From an optimization exercise on the open Yosys and OpenROAD flow, aimed at small area; shortcuts taken in it are not production practice. For this run, only the layout was checked, not whether the RTL still works. Power figures rest on the tool's default switching activity, not on a simulated workload.

--- design/flow/design.v ---
`timescale 100fs/100fs
module serial
    (  
      input  clk  
    , input  reset  
    , input  enable  
    , input  can_send
    , input [7:0] data_in
    , input  in_stb
    , output wire [7:0] data_out
    , output wire  out_stb
    );
  wire [8:0] c_ds_app_arg;
  wire  c_ds_app_arg_0;
  reg [5:0] maybeToBoola_c_ds_app_arg;
  wire [7:0] c_ds_app_arg_1;
  wire [6:0] result_0;
  wire [7:0] a;
  wire [12:0] result_1;
  reg [6:0] result_2;
  wire [6:0] c_case_alt;
  reg [6:0] c_case_alt_0;
  wire [1:0] dir;
  wire [6:0] c_case_alt_1;
  wire [6:0] c_case_alt_2;
  wire [6:0] c_case_alt_3;
  wire [3:0] a1;
  reg [4:0] inp_n;
  wire signed [63:0] c_inp_n_app_arg;
  reg [5:0] c_app_arg;
  wire [5:0] c_case_alt_4;
  reg [5:0] c_case_alt_5;
  reg [5:0] c_case_alt_6;
  wire [0:0] ctr;
  wire [1:0] ctr_0;
  wire [2:0] ctr_1;
  reg [5:0] result_3;
  reg [5:0] c_case_alt_7;
  reg [5:0] c_case_alt_8;
  reg [5:0] c_case_alt_9;
  wire [20:0] c_case_scrut;
  wire signed [63:0] wild;
  wire signed [63:0] c_wild_app_arg;
  wire  c_ds_app_arg_2;
  reg [31:0] maybeToBoola_c_ds_app_arg_0;
  wire [5:0] c_ds_app_arg_3;
  wire [32:0] result_4;
  wire [5:0] a_0;
  wire signed [63:0] c_r_app_arg;
  wire [15:0] result_5;
  wire signed [63:0] c_ds1_app_arg;
  wire [16:0] r;
  wire [15:0] result_6;
  wire signed [63:0] c_r_app_arg_0;
  wire [15:0] result_7;
  reg [32:0] c_app_arg_0;
  wire [64:0] result_8;
  wire [15:0] x;
  wire [15:0] y;
  wire [3:0] n;
  wire [3:0] n_0;
  wire [3:0] n_1;
  reg [31:0] ds1;
  wire [16:0] r_0;
  wire [16:0] r_1;
  reg [36:0] maybeToBoola_c_ds_app_arg_1;
  wire [8:0] result_9;
  wire [45:0] c_case_alt_10;
  wire [8:0] c_app_arg_1;
  wire [8:0] c_case_alt_11;
  wire [7:0] result_10;
  wire signed [63:0] c_app_arg_2;
  wire signed [63:0] c_app_arg_3;
  wire [31:0] a_1;
  wire [3:0] c_app_arg_4;
  wire [4:0] z;
  wire [3:0] result_11;
  wire [3:0] digitIdx;
  wire [32:0] c_app_arg_5;
  wire [31:0] n_2;
  wire [32:0] number;
  reg [265:0] maybeToBoola_c_ds_app_arg_2;
  wire [8:0] result_12;
  wire signed [63:0] c_wild3_app_arg;
  wire [255:0] result_13;
  wire [255:0] c_app_arg_6;
  wire [4:0] c_app_arg_7;
  wire [4:0] c_app_arg_8;
  wire signed [63:0] c_wild3_app_arg_0;
  wire [7:0] result_14;
  wire [8:0] c_app_arg_9;
  wire [274:0] result_15;
  wire  canSend;
  wire [7:0] a_2;
  wire signed [63:0] wild3;
  wire signed [63:0] wild3_0;
  wire  doSend;
  wire [4:0] readPointer1;
  wire [4:0] writePointer1;
  wire [255:0] memory1;
  wire [7:0] a1_0;
  wire [9:0] eta;
  wire [7:0] c_bv;
  wire signed [63:0] result_selection_res;
  wire [0:0] c_case_alt_selection_9;
  wire [16:0] c_bv_0;
  wire [16:0] c_bv_1;
  wire [16:0] c_bv_2;
  wire [31:0] c_i_29;
  wire [31:0] c_i_31;
  wire [8:0] result;
  assign eta = {can_send,   data_in,   in_stb};
  assign c_ds_app_arg = eta[0:0] ? {1'b1,eta[8:1]} : {1'b0,8'bxxxxxxxx};
  assign c_ds_app_arg_0 = c_ds_app_arg[8:8] ? 1'b1 : 1'b0;
  always @(posedge clk or  posedge  reset) begin : maybeToBoola_c_ds_app_arg_register
    if ( reset) begin
      maybeToBoola_c_ds_app_arg <= {3'b000,1'd1,2'bxx};
    end else if (c_ds_app_arg_0) begin
      maybeToBoola_c_ds_app_arg <= result_1[12:7];
    end
  end
  assign c_ds_app_arg_1 = c_ds_app_arg[8:8] ? a : 8'b00000111;
  assign result_0 = result_1[6:0];
  assign a = c_ds_app_arg[7:0];
  assign result_1 = {c_app_arg,   result_2};
  always @(*) begin
    case(maybeToBoola_c_ds_app_arg[5:3])
      3'b100 : result_2 = c_case_alt_0;
      3'b101 : result_2 = c_case_alt;
      default : result_2 = {1'b0,6'bxxxxxx};
    endcase
  end
  assign c_case_alt = inp_n[4:4] ? {1'b1,{2'b11,4'bxxxx}} : {1'b0,6'bxxxxxx};
  always @(*) begin
    case(dir)
      2'b00 : c_case_alt_0 = c_case_alt_3;
      2'b01 : c_case_alt_0 = c_case_alt_2;
      default : c_case_alt_0 = c_case_alt_1;
    endcase
  end
  assign dir = maybeToBoola_c_ds_app_arg[2:1];
  assign c_case_alt_1 = inp_n[4:4] ? {1'b1,{2'b10,a1}} : {1'b0,6'bxxxxxx};
  assign c_case_alt_2 = inp_n[4:4] ? {1'b1,{2'b01,a1}} : {1'b0,6'bxxxxxx};
  assign c_case_alt_3 = inp_n[4:4] ? {1'b1,{2'b00,a1}} : {1'b0,6'bxxxxxx};
  assign a1 = inp_n[3:0];
  always @(*) begin
    case(c_ds_app_arg_1)
      8'b00000111 : inp_n = {1'b0,4'bxxxx};
      default : inp_n = {1'b1,$unsigned(c_inp_n_app_arg[0+:4])};
    endcase
  end
  assign c_bv = (c_ds_app_arg_1 & 8'b00001111);
  assign c_inp_n_app_arg = $unsigned({{(64-8) {1'b0}},c_bv});
  always @(*) begin
    case(maybeToBoola_c_ds_app_arg[5:3])
      3'b000 : c_app_arg = result_3;
      3'b001 : c_app_arg = c_case_alt_6;
      3'b010 : c_app_arg = c_case_alt_5;
      3'b011 : c_app_arg = c_case_alt_4;
      3'b100 : c_app_arg = {3'b000,1'd0,2'bxx};
      3'b101 : c_app_arg = {3'b110,3'bxxx};
      default : c_app_arg = {3'b110,3'bxxx};
    endcase
  end
  assign c_case_alt_4 = ctr ? {3'b011,ctr - 1'd1,2'bxx} : {3'b100,2'd1,1'bx};
  always @(*) begin
    case(ctr_0)
      2'd0 : c_case_alt_5 = {3'b100,2'd2,1'bx};
      default : c_case_alt_5 = {3'b010,ctr_0 - 2'd1,1'bx};
    endcase
  end
  always @(*) begin
    case(ctr_1)
      3'd0 : c_case_alt_6 = {3'b100,2'd0,1'bx};
      default : c_case_alt_6 = {3'b001,ctr_1 - 3'd1};
    endcase
  end
  assign ctr = maybeToBoola_c_ds_app_arg[2:2];
  assign ctr_0 = maybeToBoola_c_ds_app_arg[2:1];
  assign ctr_1 = maybeToBoola_c_ds_app_arg[2:0];
  assign result_selection_res = (($unsigned(wild)) <= 64'd1114111) ? 64'sd1 : 64'sd0;
  always @(*) begin
    case(result_selection_res)
      64'sd1 : result_3 = c_case_alt_7;
      default : result_3 = {6 {1'bx}};
    endcase
  end
  assign c_case_alt_selection_9 = maybeToBoola_c_ds_app_arg[2:2];
  always @(*) begin
    case(c_case_alt_selection_9)
      1'd0 : c_case_alt_7 = c_case_alt_9;
      1'd1 : c_case_alt_7 = c_case_alt_8;
      default : c_case_alt_7 = {6 {1'bx}};
    endcase
  end
  always @(*) begin
    case(c_case_scrut)
      21'd10 : c_case_alt_8 = {3'b101,3'bxxx};
      21'd100 : c_case_alt_8 = {3'b010,2'd3,1'bx};
      21'd102 : c_case_alt_8 = {3'b001,3'd6};
      21'd117 : c_case_alt_8 = {3'b011,1'd1,2'bxx};
      default : c_case_alt_8 = {6 {1'bx}};
    endcase
  end
  always @(*) begin
    case(c_case_scrut)
      21'd10 : c_case_alt_9 = {3'b000,1'd1,2'bxx};
      default : c_case_alt_9 = {6 {1'bx}};
    endcase
  end
  assign c_case_scrut = $unsigned(wild[0+:21]);
  assign wild = $signed(c_wild_app_arg);
  assign c_wild_app_arg = $unsigned({{(64-8) {1'b0}},c_ds_app_arg_1});
  assign c_ds_app_arg_2 = result_0[6:6] ? 1'b1 : 1'b0;
  always @(posedge clk or  posedge  reset) begin : maybeToBoola_c_ds_app_arg_0_register
    if ( reset) begin
      maybeToBoola_c_ds_app_arg_0 <= {16'd0,   16'd0};
    end else if (c_ds_app_arg_2) begin
      maybeToBoola_c_ds_app_arg_0 <= result_8[64:33];
    end
  end
  assign c_ds_app_arg_3 = result_0[6:6] ? a_0 : {2'b00,4'd0};
  assign result_4 = result_8[32:0];
  assign a_0 = result_0[5:0];
  assign c_r_app_arg = $unsigned({{(64-4) {1'b0}},n});
  assign c_bv_0 = (r_0);
  assign result_5 = (( c_bv_0[17-1] ) == 1'b0) ? (r_0[0+:16]) : 16'd65535;
  assign c_ds1_app_arg = $unsigned({{(64-4) {1'b0}},n_1});
  assign r =  y - ($unsigned(c_ds1_app_arg[0+:16]));
  assign c_bv_1 = (r);
  assign result_6 = (( c_bv_1[17-1] ) == 1'b0) ? (r[0+:16]) : (16'd0);
  assign c_r_app_arg_0 = $unsigned({{(64-4) {1'b0}},n_0});
  assign c_bv_2 = (r_1);
  assign result_7 = (( c_bv_2[17-1] ) == 1'b0) ? (r_1[0+:16]) : 16'd65535;
  always @(*) begin
    case(c_ds_app_arg_3[5:4])
      2'b11 : c_app_arg_0 = {1'b1,({{(32-16) {1'b0}},x}) * ({{(32-16) {1'b0}},y})};
      default : c_app_arg_0 = {1'b0,32'bxxxxxxxxxxxxxxxxxxxxxxxxxxxxxxxx};
    endcase
  end
  assign result_8 = {{ds1[31:16],   ds1[15:0]},
                     c_app_arg_0};
  assign x = maybeToBoola_c_ds_app_arg_0[31:16];
  assign y = maybeToBoola_c_ds_app_arg_0[15:0];
  assign n = c_ds_app_arg_3[3:0];
  assign n_0 = c_ds_app_arg_3[3:0];
  assign n_1 = c_ds_app_arg_3[3:0];
  always @(*) begin
    case(c_ds_app_arg_3[5:4])
      2'b00 : ds1 = {result_5,   y};
      2'b01 : ds1 = {x,   result_6};
      2'b10 : ds1 = {x,   result_7};
      default : ds1 = maybeToBoola_c_ds_app_arg_0;
    endcase
  end
  assign r_0 = x + ($unsigned(c_r_app_arg[0+:16]));
  assign r_1 = y + ($unsigned(c_r_app_arg_0[0+:16]));
  always @(posedge clk or  posedge  reset) begin : maybeToBoola_c_ds_app_arg_1_register
    if ( reset) begin
      maybeToBoola_c_ds_app_arg_1 <= {{1'b0,32'bxxxxxxxxxxxxxxxxxxxxxxxxxxxxxxxx},   4'd0};
    end else if (enable) begin
      maybeToBoola_c_ds_app_arg_1 <= c_case_alt_10[45:9];
    end
  end
  assign result_9 = c_case_alt_10[8:0];
  assign c_case_alt_10 = {{c_app_arg_5,
                           c_app_arg_4},   c_app_arg_1};
  assign c_app_arg_1 = (digitIdx < 4'd8) ? c_case_alt_11 : {1'b0,8'bxxxxxxxx};
  assign c_case_alt_11 = number[32:32] ? {1'b1,result_10} : {1'b0,8'bxxxxxxxx};
  assign result_10 = (a_1 <= 32'd9) ? ($unsigned(c_app_arg_2[0+:8])) : ($unsigned(c_app_arg_3[0+:8]));
  assign c_i_29 = (32'd48 | a_1);
  assign c_app_arg_2 = $unsigned({{(64-32) {1'b0}},c_i_29});
  assign c_i_31 = (a_1 + 32'd87);
  assign c_app_arg_3 = $unsigned({{(64-32) {1'b0}},c_i_31});
  assign a_1 = n_2 >> (64'sd28);
  assign c_app_arg_4 = number[32:32] ? result_11 : 4'd0;
  assign z = digitIdx + 4'd1;
  assign result_11 = (z > 5'd8) ? 4'd8 : (z[0+:4]);
  assign digitIdx = maybeToBoola_c_ds_app_arg_1[3:0];
  assign c_app_arg_5 = number[32:32] ? {1'b1,n_2 << (64'sd4)} : result_4;
  assign n_2 = number[31:0];
  assign number = maybeToBoola_c_ds_app_arg_1[36:4];
  always @(posedge clk or  posedge  reset) begin : maybeToBoola_c_ds_app_arg_2_register
    if ( reset) begin
      maybeToBoola_c_ds_app_arg_2 <= {{8'b00000001,   8'b00000001,   8'b00000001,   8'b00000001,   8'b00000001,
    8'b00000001,   8'b00000001,   8'b00000001,   8'b00000001,   8'b00000001,
    8'b00000001,   8'b00000001,   8'b00000001,   8'b00000001,   8'b00000001,
    8'b00000001,   8'b00000001,   8'b00000001,   8'b00000001,   8'b00000001,
    8'b00000001,   8'b00000001,   8'b00000001,   8'b00000001,   8'b00000001,
    8'b00000001,   8'b00000001,   8'b00000001,   8'b00000001,   8'b00000001,
    8'b00000001,   8'b00000001},   5'd0,   5'd0};
    end else if (enable) begin
      maybeToBoola_c_ds_app_arg_2 <= result_15[274:9];
    end
  end
  assign result_12 = result_15[8:0];
  assign c_wild3_app_arg = $unsigned({{(64-5) {1'b0}},writePointer1});
  genvar i;
  generate
  for (i=0;i<32;i=i+1) begin : vector_replace
    assign result_13[(31-i)*8+:8] = (wild3) == i ? a_2 : memory1[(31-i)*8+:8];
  end
  endgenerate
  assign c_app_arg_6 = result_9[8:8] ? result_13 : memory1;
  assign c_app_arg_7 = result_9[8:8] ? (writePointer1 + 5'd1) : writePointer1;
  assign c_app_arg_8 = doSend ? (readPointer1 + 5'd1) : readPointer1;
  assign c_wild3_app_arg_0 = $unsigned({{(64-5) {1'b0}},readPointer1});
  wire [7:0] vecArray [0:32-1];
  genvar i_0;
  generate
  for (i_0=0; i_0 < 32; i_0=i_0+1) begin : mk_array
    assign vecArray[(32-1)-i_0] = memory1[i_0*8+:8];
  end
  endgenerate
  assign result_14 = vecArray[(wild3_0)];
  assign c_app_arg_9 = doSend ? {1'b1,result_14} : {1'b0,8'bxxxxxxxx};
  assign result_15 = {{c_app_arg_6,
                       c_app_arg_7,   c_app_arg_8},   c_app_arg_9};
  assign canSend = eta[9:9];
  assign a_2 = result_9[7:0];
  assign wild3 = $signed(c_wild3_app_arg);
  assign wild3_0 = $signed(c_wild3_app_arg_0);
  assign doSend = canSend ? (writePointer1 > readPointer1) : 1'b0;
  assign readPointer1 = maybeToBoola_c_ds_app_arg_2[4:0];
  assign writePointer1 = maybeToBoola_c_ds_app_arg_2[9:5];
  assign memory1 = maybeToBoola_c_ds_app_arg_2[265:10];
  assign result = result_12[8:8] ? {a1_0,
                                    1'b1} : {{8 {1'bx}},   1'b0};
  assign a1_0 = result_12[7:0];
  assign data_out = result[8:1];
  assign out_stb = result[0:0];
endmodule
--- design/flow/run.sh ---
#!/bin/bash
# synth_recipe.tcl (not shown) runs the flow's synth.tcl, then flattens the netlist and writes it again
# the make line also repeats each setting of config.mk as NAME=value (left out here)
make -C /OpenROAD-flow-scripts/flow DESIGN_CONFIG=/design/flow/config.mk WORK_HOME=/design/flow/orfs CLKGATE_MAP_FILE= SYNTH_SCRIPT=/design/flow/synth_recipe.tcl finish
--- design/flow/config.mk ---
export PLATFORM = sky130hd
export DESIGN_NAME = serial
export DESIGN_NICKNAME = serial
export VERILOG_FILES = /design/flow/design.v
export SDC_FILE = /design/flow/constraint.sdc
export NUM_CORES = 4
export LEC_CHECK = 0
export CAP_MARGIN = 20
export CORE_MARGIN = 2
export CORE_UTILIZATION = 40
export SLEW_MARGIN = 20
--- design/flow/constraint.sdc ---
create_clock -name core_clock -period 10.0 [get_ports {clk}]
set_input_delay 2.0000 -clock core_clock [delete_from_list [all_inputs] [get_ports {clk}]]
set_output_delay 2.0000 -clock core_clock [all_outputs]
set_load 0.01 [all_outputs]
==> impl_metrics.tcl <==
set metrics [dict create \
    ys_warn_count 1 \
    die_h_um 250 \
    clkSinkCount 309 \
    rows 90 \
    required_ns 10.43 \
    clk_latency_ns 0.58 \
    grt_max_degree 177 \
    clkTransAtPathRegs_ns 0.06 \
    synth-edff-count 0 \
    leakage_nw 11.9 \
    cp_max_fo 26 \
    vias_per_cell 5.66 \
    cts_made_buffers 37 \
    p_per_area_nw_per_um2 157 \
    grt_usage_pct 22.6 \
    setup.worst_path.start_class "flop" \
    drive_gt1_share_pct 6.76 \
    crit_top_cell "fa_1" \
    dp_hpwl_mm 48.5 \
    dp_cells 3333 \
    seq_area_frac_synth_pct 32.2 \
    worst_clock_skew_ns 0.0214 \
    report.final.slew_viol_count 0 \
    postCtsSetupRepairBufs 0 \
    min_period_ns 6.66 \
    critPathCaptureType "flop" \
    cts_resized 0 \
    wl_mm 69.5 \
    ys_ff_latch 309 \
    placeableCoreArea_um2 60000 \
    fp.dieArea_um2 62400 \
    synthCells 2692 \
    drc_errors 0 \
    fin_nets 2947 \
    vias 19243 \
    clock_path_buffers 3 \
    status "finished clean" \
    grt_pass1_vias 19709 \
    portBuffers 20 \
    grt-ovfl-total 0 \
    ios 22 \
    rsz0062_at_grt "no" \
    chipWidth_um 250 \
    dr.pass1.iters 6 \
    max_stage_delay_ns 0.98 \
    drt_iter0_markers 1614 \
    setup_viol 0 \
    final_cells 3401 \
    routabilityCongestion 0.897 \
    slew_headroom_pct 31.6 \
    max_freq_mhz 150 \
    ant_nets 0 \
    yosysUniqueCellTypes 76 \
    crit_path_cell_trace "nand2_1 > fa_1 > inv_1 > fa_1 > inv_1 > fa_1 > inv_1 > fa_1 > fa_1 > inv_1 > fa_1 > inv_1 > ha_1 > a21oi_1 > nand2_1 > a211oi_1 > o211ai_1 > a41oi_1 > xor2_1 > o21ai_0" \
    worstSetupPathType "flop to flop" \
    synth_top_area_cell "dfrtp_1" \
    hold_class "flop to flop" \
    grt_pass1_wl_mm 112 \
    setup_tns_ns 0 \
    ctsHoldBuffers 0 \
    final_cell_mix "468 x nand2_1, 292 x o21ai_0, 275 x dfrtp_1" \
    layout_commonest_cell "nand2_1" \
    syn_avg_cell_area_um2 8.97 \
    diodes 0 \
    area_growth_pct 7.83 \
    netlist_area_um2 24200 \
    finalCritPeriodShare_pct 66.6 \
    vdd_drop_max_mv 0.221 \
    hold_violations 0 \
    crit_slowest_cell "dfrtp_1" \
    root_buffer "clkbuf_16" \
    worstPathArrival_ns 7.09 \
    synth_top_area_share_pct 28.6 \
    synth_area_leaders "dfrtp_1 29%, fa_1 16%, ha_1 7.6%" \
    wl_per_cell_um 20.4 \
    synth-main-ff-cell "dfrtp_1" \
    tightestPinTransition_ns 1.03 \
    start_util_pct 40.2 \
    syn-num-nets 3049 \
    async_flop_share_pct 100 \
    maxCapViolCount 0 \
    antenna_found_initial 1 \
    cts_tree "yes" \
    cts_max_level 2 \
]
-- per-stage QoR --
| stage | power [mW] | hold slack, ns | setup slack (ns) | instance area (µm²) | util [%] |
|---|---|---|---|---|---|
| 2_1_floorplan | 2.25 | 0.442 | 3.82 | 24200 | - |
| 3_5_place_dp | 2.71 | 0.465 | 3.38 | 24800 | 41.3 |
| 4_1_cts | 4.10 | 0.478 | 3.36 | 26000 | 43.4 |
| 3_3_place_gp | 2.68 | 0.454 | 3.46 | 24800 | 41.3 |
| 5_1_grt | 4.29 | 0.492 | 2.96 | 26000 | 43.4 |
| 6_report | 4.09 | 0.473 | 3.34 | 26000 | 43.4 |
-- worst paths after layout --
kind	from	depth (start not counted)	end	slack, ns
min reg2reg	maybeToBoola_c_ds_app_arg_2[68]$_DFFE_PP0P_	2	maybeToBoola_c_ds_app_arg_2[68]$_DFFE_PP0P_	0.47
min	maybeToBoola_c_ds_app_arg_2[68]$_DFFE_PP0P_	2	maybeToBoola_c_ds_app_arg_2[68]$_DFFE_PP0P_	0.47
max reg2reg	maybeToBoola_c_ds_app_arg_0[9]$_DFFE_PP0P_	20	maybeToBoola_c_ds_app_arg_1[31]$_DFFE_PP0P_	3.34
max in group asynchronous	reset	4	maybeToBoola_c_ds_app_arg_2[55]$_DFFE_PP0P_	6.64
min in group asynchronous	reset	3	maybeToBoola_c_ds_app_arg_2[88]$_DFFE_PP0P_	2.11
max	maybeToBoola_c_ds_app_arg_0[9]$_DFFE_PP0P_	20	maybeToBoola_c_ds_app_arg_1[31]$_DFFE_PP0P_	3.34
-- Yosys cell counts, types with 15 or more instances --
master / n
a21oi_1: 88
a221o_1: 15
a22o_1: 29
a22oi_1: 32
a31oi_1: 22
and2_1: 125
and3_1: 23
clkbuf_1: 164
dfrtp_1: 276
dfstp_2: 33
fa_1: 197
ha_1: 147
inv_1: 269
mux2_2: 43
mux2i_1: 17
nand2_1: 469
nand3_1: 49
nand4_1: 26
nor2_1: 99
nor2b_1: 15
nor3_1: 18
o21ai_0: 292
xnor2_1: 25
xor2_1: 17
-- cells by family after synthesis --
family,count (synthesis),synth area share (%)
and+or+nand+nor,867,16.5
AOI/OAI and AO/OA,610,15.7
buffers and inverters,457,7.27
adders and majority gates,344,23.9
DFF,309,32.2
muxes,62,2.90
xor gates and xnor gates,42,1.52
other,1,0.0155
-- area by class of cell --
| class | count | area (µm²) |
|---|---|---|
| clock buffers | 58 | 1070 |
| clock inverters | 10 | 155 |
| fillers | 5786 | 34000 |
| inverters | 270 | 1020 |
| multi-input cells | 1926 | 14600 |
| flip-flops and latches | 309 | 7770 |
| well taps | 782 | 978 |
| repair buffers | 46 | 412 |
-- power by group --
group          switching [mW]  internal (mW)
registers               0.193           1.31
clock network           0.580          0.801
logic                   0.851          0.363
-- critical path: cells and delay by family (launching register included) --
family	cells	cell delay, ns
flops	1	0.98
xor+xnor	1	0.17
fa+ha+maj	7	3.50
buf+inv	5	0.25
compound gates	5	1.34
simple gates	2	0.26
-- layer usage --
layer,track usage [%],vias to the layer above,routed length (µm),share of wire (%)
met1,29.9,9553,29100,42
li1,-,8793,-,-
met2,37.9,716,33500,48
met5,0,-,0,0
met4,8.23,0,2650,3.8
met3,2.86,181,4240,6.1
-- state kept, by name, indices dropped and copies added (netlist names) --
register,cells
maybeToBoola_c_ds_app_arg_2,234
maybeToBoola_c_ds_app_arg_1,37
maybeToBoola_c_ds_app_arg_0,32
maybeToBoola_c_ds_app_arg,6

-- afterwards: timing with drivers on the ports --
The results above use ideal ports. As a check the final layout listed here was re-extracted and re-timed, cells and wires unchanged. Step 1 (the two cells are an assumption about what drives the block):
set clk [get_ports {clk}]
set_driving_cell -lib_cell sky130_fd_sc_hd__clkbuf_16 $clk
set_driving_cell -lib_cell sky130_fd_sc_hd__buf_2 [delete_from_list [all_inputs] $clk]
Step 2 moves the port delays by t, midway between the first and last clock arrival at a register: inputs arrive t later, outputs are due t later. That takes back most of the time a late clock gives input paths. Three values: no drivers, after step 1, after step 2; two values: the first two.
t, ns: 0.623
slack for setup (ns): 3.335 / 3.335 / 3.266
slew at the worst register clock pin (ns): 0.06 / 0.06
After both steps this run still meets setup and hold. For this run, drivers alone change the setup slack by 0.000 ns; drivers and shift together by -0.069 ns.
